What follows belongs to an exercise in optimizing a design on an open flow for small area; a production flow would make more cautious choices. The RTL was checked by simulation tests, not by an equivalence proof against the original design. Power and IR drop assume default switching activity.

==> violet: inputs <==
Design CPU, start of the top module:
module CPU(
    input wire CLK,
    input wire RST,
	output wire [31:0]ALU_OUT,
	output wire ALU_OF,
	output wire ALU_ZF,
	output wire [31:0] dbg_inst,
	output wire [31:0] dbg_a,
    output wire [31:0] dbg_b,
	output wire [2:0] dbg_op,
	output wire reg_write_enable,
	output wire [31:0]alu_output,
	output wire [5:0] inst_addr,
	input wire [31:0] inst_data
    );
reg [5:0] pc;
always @(posedge CLK or posedge RST)
	if (RST) pc <= 6'd0;
	else pc <= pc + 6'd1;
reg [31:0] inst_code;
always @(posedge CLK or posedge RST)
	if (RST) inst_code <= 32'd0;
	else inst_code <= inst_data;
assign inst_addr = pc;
assign dbg_inst = inst_code;
wire [5:0] op = inst_code[31:26];
wire [4:0] rs = inst_code[25:21];
wire [4:0] rt = inst_code[20:16];
wire [4:0] rd = inst_code[15:11];
wire [5:0] func = inst_code[5:0];
wire [2:0] alu_op;
wire we;
opt o(.OP(op), .func(func), .ALU_OP(alu_op), .WE(we));
reg [31:1] valid;
wire [31:1] wsel;
wire [31:1] sel_a;
wire [31:1] sel_b;
wire [31:0] f = ALU_OUT;    
wire [31:0] rdata [1:31];
genvar g, b;
generate
	for (g = 1; g < 32; g = g + 1) begin : row
		reg [31:0] q;
		wire [31:0] d;
		assign wsel[g] = we && (rd == g);
		assign sel_a[g] = valid[g] && (rs == g);
		assign sel_b[g] = valid[g] && (rt == g);
		wire wseln = ~wsel[g];
		for (b = 0; b < 32; b = b + 1) begin : wb
			rf_wcell w(.WE(wsel[g]), .WEN(wseln), .Q(q[b]), .W(f[b]), .D(d[b]));
		end
		always @(posedge CLK) q <= d;
		assign rdata[g] = q;
		always @(posedge CLK or posedge RST)
			if (RST) valid[g] <= 1'b0;
			else if (wsel[g]) valid[g] <= 1'b1;
	end
	for (b = 0; b < 32; b = b + 1) begin : rbit
		wire [31:1] col;
		for (g = 1; g < 32; g = g + 1) begin : c
			assign col[g] = rdata[g][b];
		end
		rf_rbit pa(.S(sel_a), .D(col), .Y(dbg_a[b]));
  ...
==> module rf_wcell, before the edit <==
module rf_wcell(
    input wire WE,
    input wire WEN,
    input wire Q,
    input wire W,
    output wire D
    );
assign D = (WE | Q) & (WEN | W);
endmodule
==> module CPU, before the edit <==
module CPU(
    input wire CLK,
    input wire RST,
	output wire [31:0]ALU_OUT,
	output wire ALU_OF,
	output wire ALU_ZF,
	output wire [31:0] dbg_inst,
	output wire [31:0] dbg_a,
    output wire [31:0] dbg_b,
	output wire [2:0] dbg_op,
	output wire reg_write_enable,
	output wire [31:0]alu_output,
	output wire [5:0] inst_addr,
	input wire [31:0] inst_data
    );
reg [5:0] pc;
always @(posedge CLK or posedge RST)
	if (RST) pc <= 6'd0;
	else pc <= pc + 6'd1;
reg [31:0] inst_code;
always @(posedge CLK or posedge RST)
	if (RST) inst_code <= 32'd0;
	else inst_code <= inst_data;
assign inst_addr = pc;
assign dbg_inst = inst_code;
wire [5:0] op = inst_code[31:26];
wire [4:0] rs = inst_code[25:21];
wire [4:0] rt = inst_code[20:16];
wire [4:0] rd = inst_code[15:11];
wire [5:0] func = inst_code[5:0];
wire [2:0] alu_op;
wire we;
opt o(.OP(op), .func(func), .ALU_OP(alu_op), .WE(we));
reg [31:1] valid;
wire [31:1] wsel;
wire [31:1] sel_a;
wire [31:1] sel_b;
wire [31:0] f = ALU_OUT;    
wire [31:0] rdata [1:31];
genvar g, b;
generate
	for (g = 1; g < 32; g = g + 1) begin : row
		reg [31:0] q;
		wire [31:0] d;
		assign wsel[g] = we && (rd == g);
		assign sel_a[g] = valid[g] && (rs == g);
		assign sel_b[g] = valid[g] && (rt == g);
		wire wseln = ~wsel[g];
		for (b = 0; b < 32; b = b + 1) begin : wb
			rf_wcell w(.WE(wsel[g]), .WEN(wseln), .Q(q[b]), .W(f[b]), .D(d[b]));
		end
		always @(posedge CLK) q <= d;
		assign rdata[g] = q;
		always @(posedge CLK or posedge RST)
			if (RST) valid[g] <= 1'b0;
			else if (wsel[g]) valid[g] <= 1'b1;
	end
	for (b = 0; b < 32; b = b + 1) begin : rbit
		wire [31:1] col;
		for (g = 1; g < 32; g = g + 1) begin : c
			assign col[g] = rdata[g][b];
		end
		rf_rbit pa(.S(sel_a), .D(col), .Y(dbg_a[b]));
		rf_rbit pb(.S(sel_b), .D(col), .Y(dbg_b[b]));
	end
endgenerate
ALU a(
	.ALU_OP(alu_op),
	.A(dbg_a),
	.B(dbg_b),
	.RST(RST),
	.F(ALU_OUT),
	.ZF(ALU_ZF),
	.OF(ALU_OF)
);
assign alu_output = ALU_OUT;
assign dbg_op = alu_op;
assign reg_write_enable = we;
endmodule
==> flow/config.mk <==
export PLATFORM = sky130hd
export DESIGN_NAME = CPU
export DESIGN_NICKNAME = CPU
export VERILOG_FILES = /design/flow/design.v
export SDC_FILE = /design/flow/constraint.sdc
export NUM_CORES = 4
export LEC_CHECK = 0
export CAP_MARGIN = 20
export CELL_PAD_IN_SITES_DETAIL_PLACEMENT = 1
export CELL_PAD_IN_SITES_GLOBAL_PLACEMENT = 2
export CORE_MARGIN = 2
export CORE_UTILIZATION = 40
export GPL_ROUTABILITY_DRIVEN = 1
export GPL_TIMING_DRIVEN = 0
export PLACE_DENSITY = 0.55
export SETUP_SLACK_MARGIN = 0
export SLEW_MARGIN = 20
export SYNTH_HIERARCHICAL = 1
==> flow/constraint.sdc <==
create_clock -name core_clock -period 12.0 [get_ports {CLK}]
set_input_delay 2.4000 -clock core_clock [delete_from_list [all_inputs] [get_ports {CLK}]]
set_output_delay 2.4000 -clock core_clock [all_outputs]
set_load 0.01 [all_outputs]
standard.sh (not shown) runs the stock make flow with config.mk's settings and CLKGATE_MAP_FILE= SYNTH_SCRIPT=/design/flow/synth_recipe.tcl, a recipe that flattens the netlist after the stock synthesis.
==> flow/flow/run.sh <==
#!/bin/bash
# Own layout flow: the standard ORFS flow (standard synthesis unchanged),
# with plain buf_1 cells as the port buffers and a clock tree of smaller
# clock buffers without dummy loads. Each tool's output goes to a log of its
# own here.
set -euo pipefail
export BUFFER_PORTS_ARGS="-buffer_cell sky130_fd_sc_hd__buf_1"
export CTS_ARGS="-sink_clustering_enable -repair_clock_nets -dont_use_dummy_load -buf_list {sky130_fd_sc_hd__clkbuf_16} -sink_clustering_size 27 -sink_clustering_max_diameter 130"
bash standard.sh synth > synth.log 2>&1
bash standard.sh \
  "BUFFER_PORTS_ARGS=$BUFFER_PORTS_ARGS" \
  "CTS_ARGS=$CTS_ARGS" \
  finish > layout.log 2>&1
==> raven (differences from violet) <==
--- a/flow/design.v
+++ b/flow/design.v
@@ -1,13 +1,19 @@
 `default_nettype none
 `timescale 1ns / 1ps
-module rf_wcell(
-    input wire WE,
-    input wire WEN,
-    input wire Q,
-    input wire W,
-    output wire D
+module rf_nor2(
+    input wire A,
+    input wire B,
+    output wire Y
+    );
+assign Y = ~(A | B);
+endmodule
+module rf_a21oi(
+    input wire A1,
+    input wire A2,
+    input wire B1,
+    output wire Y
     );
-assign D = (WE | Q) & (WEN | W);
+assign Y = ~((A1 & A2) | B1);
 endmodule
 module rf_rcell(
     input wire S1, D1,
@@ -622,10 +628,7 @@
 		assign wsel[g] = we && (rd == g);
 		assign sel_a[g] = valid[g] && (rs == g);
 		assign sel_b[g] = valid[g] && (rt == g);
-		wire wseln = ~wsel[g];
-		for (b = 0; b < 32; b = b + 1) begin : wb
-			rf_wcell w(.WE(wsel[g]), .WEN(wseln), .Q(q[b]), .W(f[b]), .D(d[b]));
-		end
+		assign d = ({32{wsel[g]}} & f) | ({32{~wsel[g]}} & q);
 		always @(posedge CLK) q <= d;
 		assign rdata[g] = q;
 		always @(posedge CLK or posedge RST)
--- a/flow/flow/run.sh
+++ b/flow/flow/run.sh
@@ -5,7 +5,7 @@
 # own here.
 set -euo pipefail
 export BUFFER_PORTS_ARGS="-buffer_cell sky130_fd_sc_hd__buf_1"
-export CTS_ARGS="-sink_clustering_enable -repair_clock_nets -dont_use_dummy_load -buf_list {sky130_fd_sc_hd__clkbuf_16} -sink_clustering_size 27 -sink_clustering_max_diameter 130"
+export CTS_ARGS="-sink_clustering_enable -repair_clock_nets -dont_use_dummy_load -buf_list {sky130_fd_sc_hd__clkbuf_16} -sink_clustering_size 24 -sink_clustering_max_diameter 120"
 bash standard.sh synth > synth.log 2>&1
 bash standard.sh \
   "BUFFER_PORTS_ARGS=$BUFFER_PORTS_ARGS" \
- GPL_TIMING_DRIVEN: 0 -> unset
==> garnet (differences from violet) <==
--- a/flow/design.v
+++ b/flow/design.v
@@ -1,13 +1,19 @@
 `default_nettype none
 `timescale 1ns / 1ps
-module rf_wcell(
-    input wire WE,
-    input wire WEN,
-    input wire Q,
-    input wire W,
-    output wire D
+module rf_nor2(
+    input wire A,
+    input wire B,
+    output wire Y
+    );
+assign Y = ~(A | B);
+endmodule
+module rf_a21oi(
+    input wire A1,
+    input wire A2,
+    input wire B1,
+    output wire Y
     );
-assign D = (WE | Q) & (WEN | W);
+assign Y = ~((A1 & A2) | B1);
 endmodule
 module rf_rcell(
     input wire S1, D1,
@@ -622,10 +628,7 @@
 		assign wsel[g] = we && (rd == g);
 		assign sel_a[g] = valid[g] && (rs == g);
 		assign sel_b[g] = valid[g] && (rt == g);
-		wire wseln = ~wsel[g];
-		for (b = 0; b < 32; b = b + 1) begin : wb
-			rf_wcell w(.WE(wsel[g]), .WEN(wseln), .Q(q[b]), .W(f[b]), .D(d[b]));
-		end
+		assign d = ({32{wsel[g]}} & f) | ({32{~wsel[g]}} & q);
 		always @(posedge CLK) q <= d;
 		assign rdata[g] = q;
 		always @(posedge CLK or posedge RST)
==> flow/flow/run.sh (replaced) <==
#!/bin/bash
# Own layout flow: the standard ORFS flow (standard synthesis unchanged),
# with plain buf_1 cells as the port buffers, no dummy loads in the clock
# tree, and power recovery (downsizing of cells with slack) after global
# routing. Each tool's output goes to a log of its own here.
set -euo pipefail
export BUFFER_PORTS_ARGS="-buffer_cell sky130_fd_sc_hd__buf_1"
export CTS_ARGS="-sink_clustering_enable -repair_clock_nets -dont_use_dummy_load"
export RECOVER_POWER=100
bash standard.sh synth > synth.log 2>&1
bash standard.sh \
  "BUFFER_PORTS_ARGS=$BUFFER_PORTS_ARGS" \
  "CTS_ARGS=$CTS_ARGS" \
  "RECOVER_POWER=$RECOVER_POWER" \
  finish > layout.log 2>&1
- GPL_TIMING_DRIVEN: 0 -> unset
==> maple (differences from violet) <==
--- a/flow/flow/run.sh
+++ b/flow/flow/run.sh
@@ -5,7 +5,7 @@
 # own here.
 set -euo pipefail
 export BUFFER_PORTS_ARGS="-buffer_cell sky130_fd_sc_hd__buf_1"
-export CTS_ARGS="-sink_clustering_enable -repair_clock_nets -dont_use_dummy_load -buf_list {sky130_fd_sc_hd__clkbuf_16} -sink_clustering_size 27 -sink_clustering_max_diameter 130"
+export CTS_ARGS="-sink_clustering_enable -repair_clock_nets -dont_use_dummy_load -buf_list {sky130_fd_sc_hd__clkbuf_16} -sink_clustering_size 24 -sink_clustering_max_diameter 120"
 bash standard.sh synth > synth.log 2>&1
 bash standard.sh \
   "BUFFER_PORTS_ARGS=$BUFFER_PORTS_ARGS" \
- GPL_TIMING_DRIVEN: 0 -> unset
- PLACE_DENSITY: 0.55 -> 0.7
==> results.txt <==
quantity	violet	maple	raven	garnet
Outcome	complete, no violations	complete, no violations	complete, no violations	complete, but fails checks
Violated checks	-	-	-	capacitance limit, slew limit
Portion of netlist area occupied by mux cells	0.005096	0.005096	0.004969	0.004969
Count of vias placed by the detailed router	44540	44990	34250	34830
Per-cell via count in the routed design	7.983	8.088	7.446	7.456
#MultiIn Comb	2629	2629	1640	1640
Half-perimeter wire length after detailed placement	155900 um	157900 um	127200 um	127200 um
Total Power Consumption	0.005708 W	0.005798 W	0.005995 W	0.007119 W
Plain + repair buffers	400	368	347	347
Top layer in use	met4	met5	met5	met5
Avg Synthesized Cell Area	11.47 um^2	11.47 um^2	16.13 um^2	16.13 um^2
Slew @ Worst Pin	1.135 ns	1.229 ns	1.087 ns	4.016 ns
Max FFs per register	992	992	-	-
PD cells	111.4 nW/um^2	119.3 nW/um^2	121.2 nW/um^2	140.2 nW/um^2
Sw Pwr	0.001314 W	0.001339 W	0.001232 W	0.001417 W
Sequential cell area share	0.4214	0.4440	0.6369	0.6206
Final clock skew	0.06106 ns	0.07797 ns	0.05666 ns	0.07709 ns
Combinational power	0.000160 W	0.000153 W	0.0000984 W	0.0000975 W
Final cell utilization of the core	0.4785	0.4541	0.4490	0.4608
Post-layout minimum cycle time	11.75 ns	11.53 ns	11.40 ns	11.60 ns
Achievable frequency	0.08508 GHz	0.08672 GHz	0.08775 GHz	0.08622 GHz
Hold path endpoint	pc[5]	pc[5]	valid[10]	valid[10]
Number of pins with negative max-slew slack in the final report	0	0	0	1842
Multi-input gate area in the final layout	21920 um^2	21770 um^2	12980 um^2	12830 um^2
Layout overhead on the synthesized area	18.55%	12.51%	11.65%	14.58%
First-pass GRT wire length	322400 um	339800 um	274100 um	277200 um

afterwards: timing with drivers on the ports:
In the flow no input, the clock included, has a driving cell. The finished layouts below were timed again as built, in two steps.
Step 1: set_driving_cell puts a clkbuf_16 on CLK and a buf_2 on each other input, an assumption about the parent block.
Step 2 moves the port delays by t, midway between the first and last clock arrival at a register: inputs arrive t later, outputs are due t later. That takes back most of the time a late clock gives input paths.
Three values: ideal, step 1, step 2; two values: the first two.
run | t (ns) | slack for setup (ns) | worst setup path at the end | latest minus earliest clock arrival (ns) | worst data-port slew with drivers (ns)
violet | 0.754 | 0.247 / 0.169 / 0.923 | register to output | 0.061 / 0.061 | 0.04
raven | 0.752 | 0.604 / 0.524 / 1.275 | register to output | 0.056 / 0.057 | 0.05
garnet | 0.768 | 0.402 / 0.323 / 1.092 | register to output | 0.077 / 0.077 | 0.05
maple | 0.750 | 0.469 / 0.390 / 1.140 | register to output | 0.077 / 0.078 | 0.06
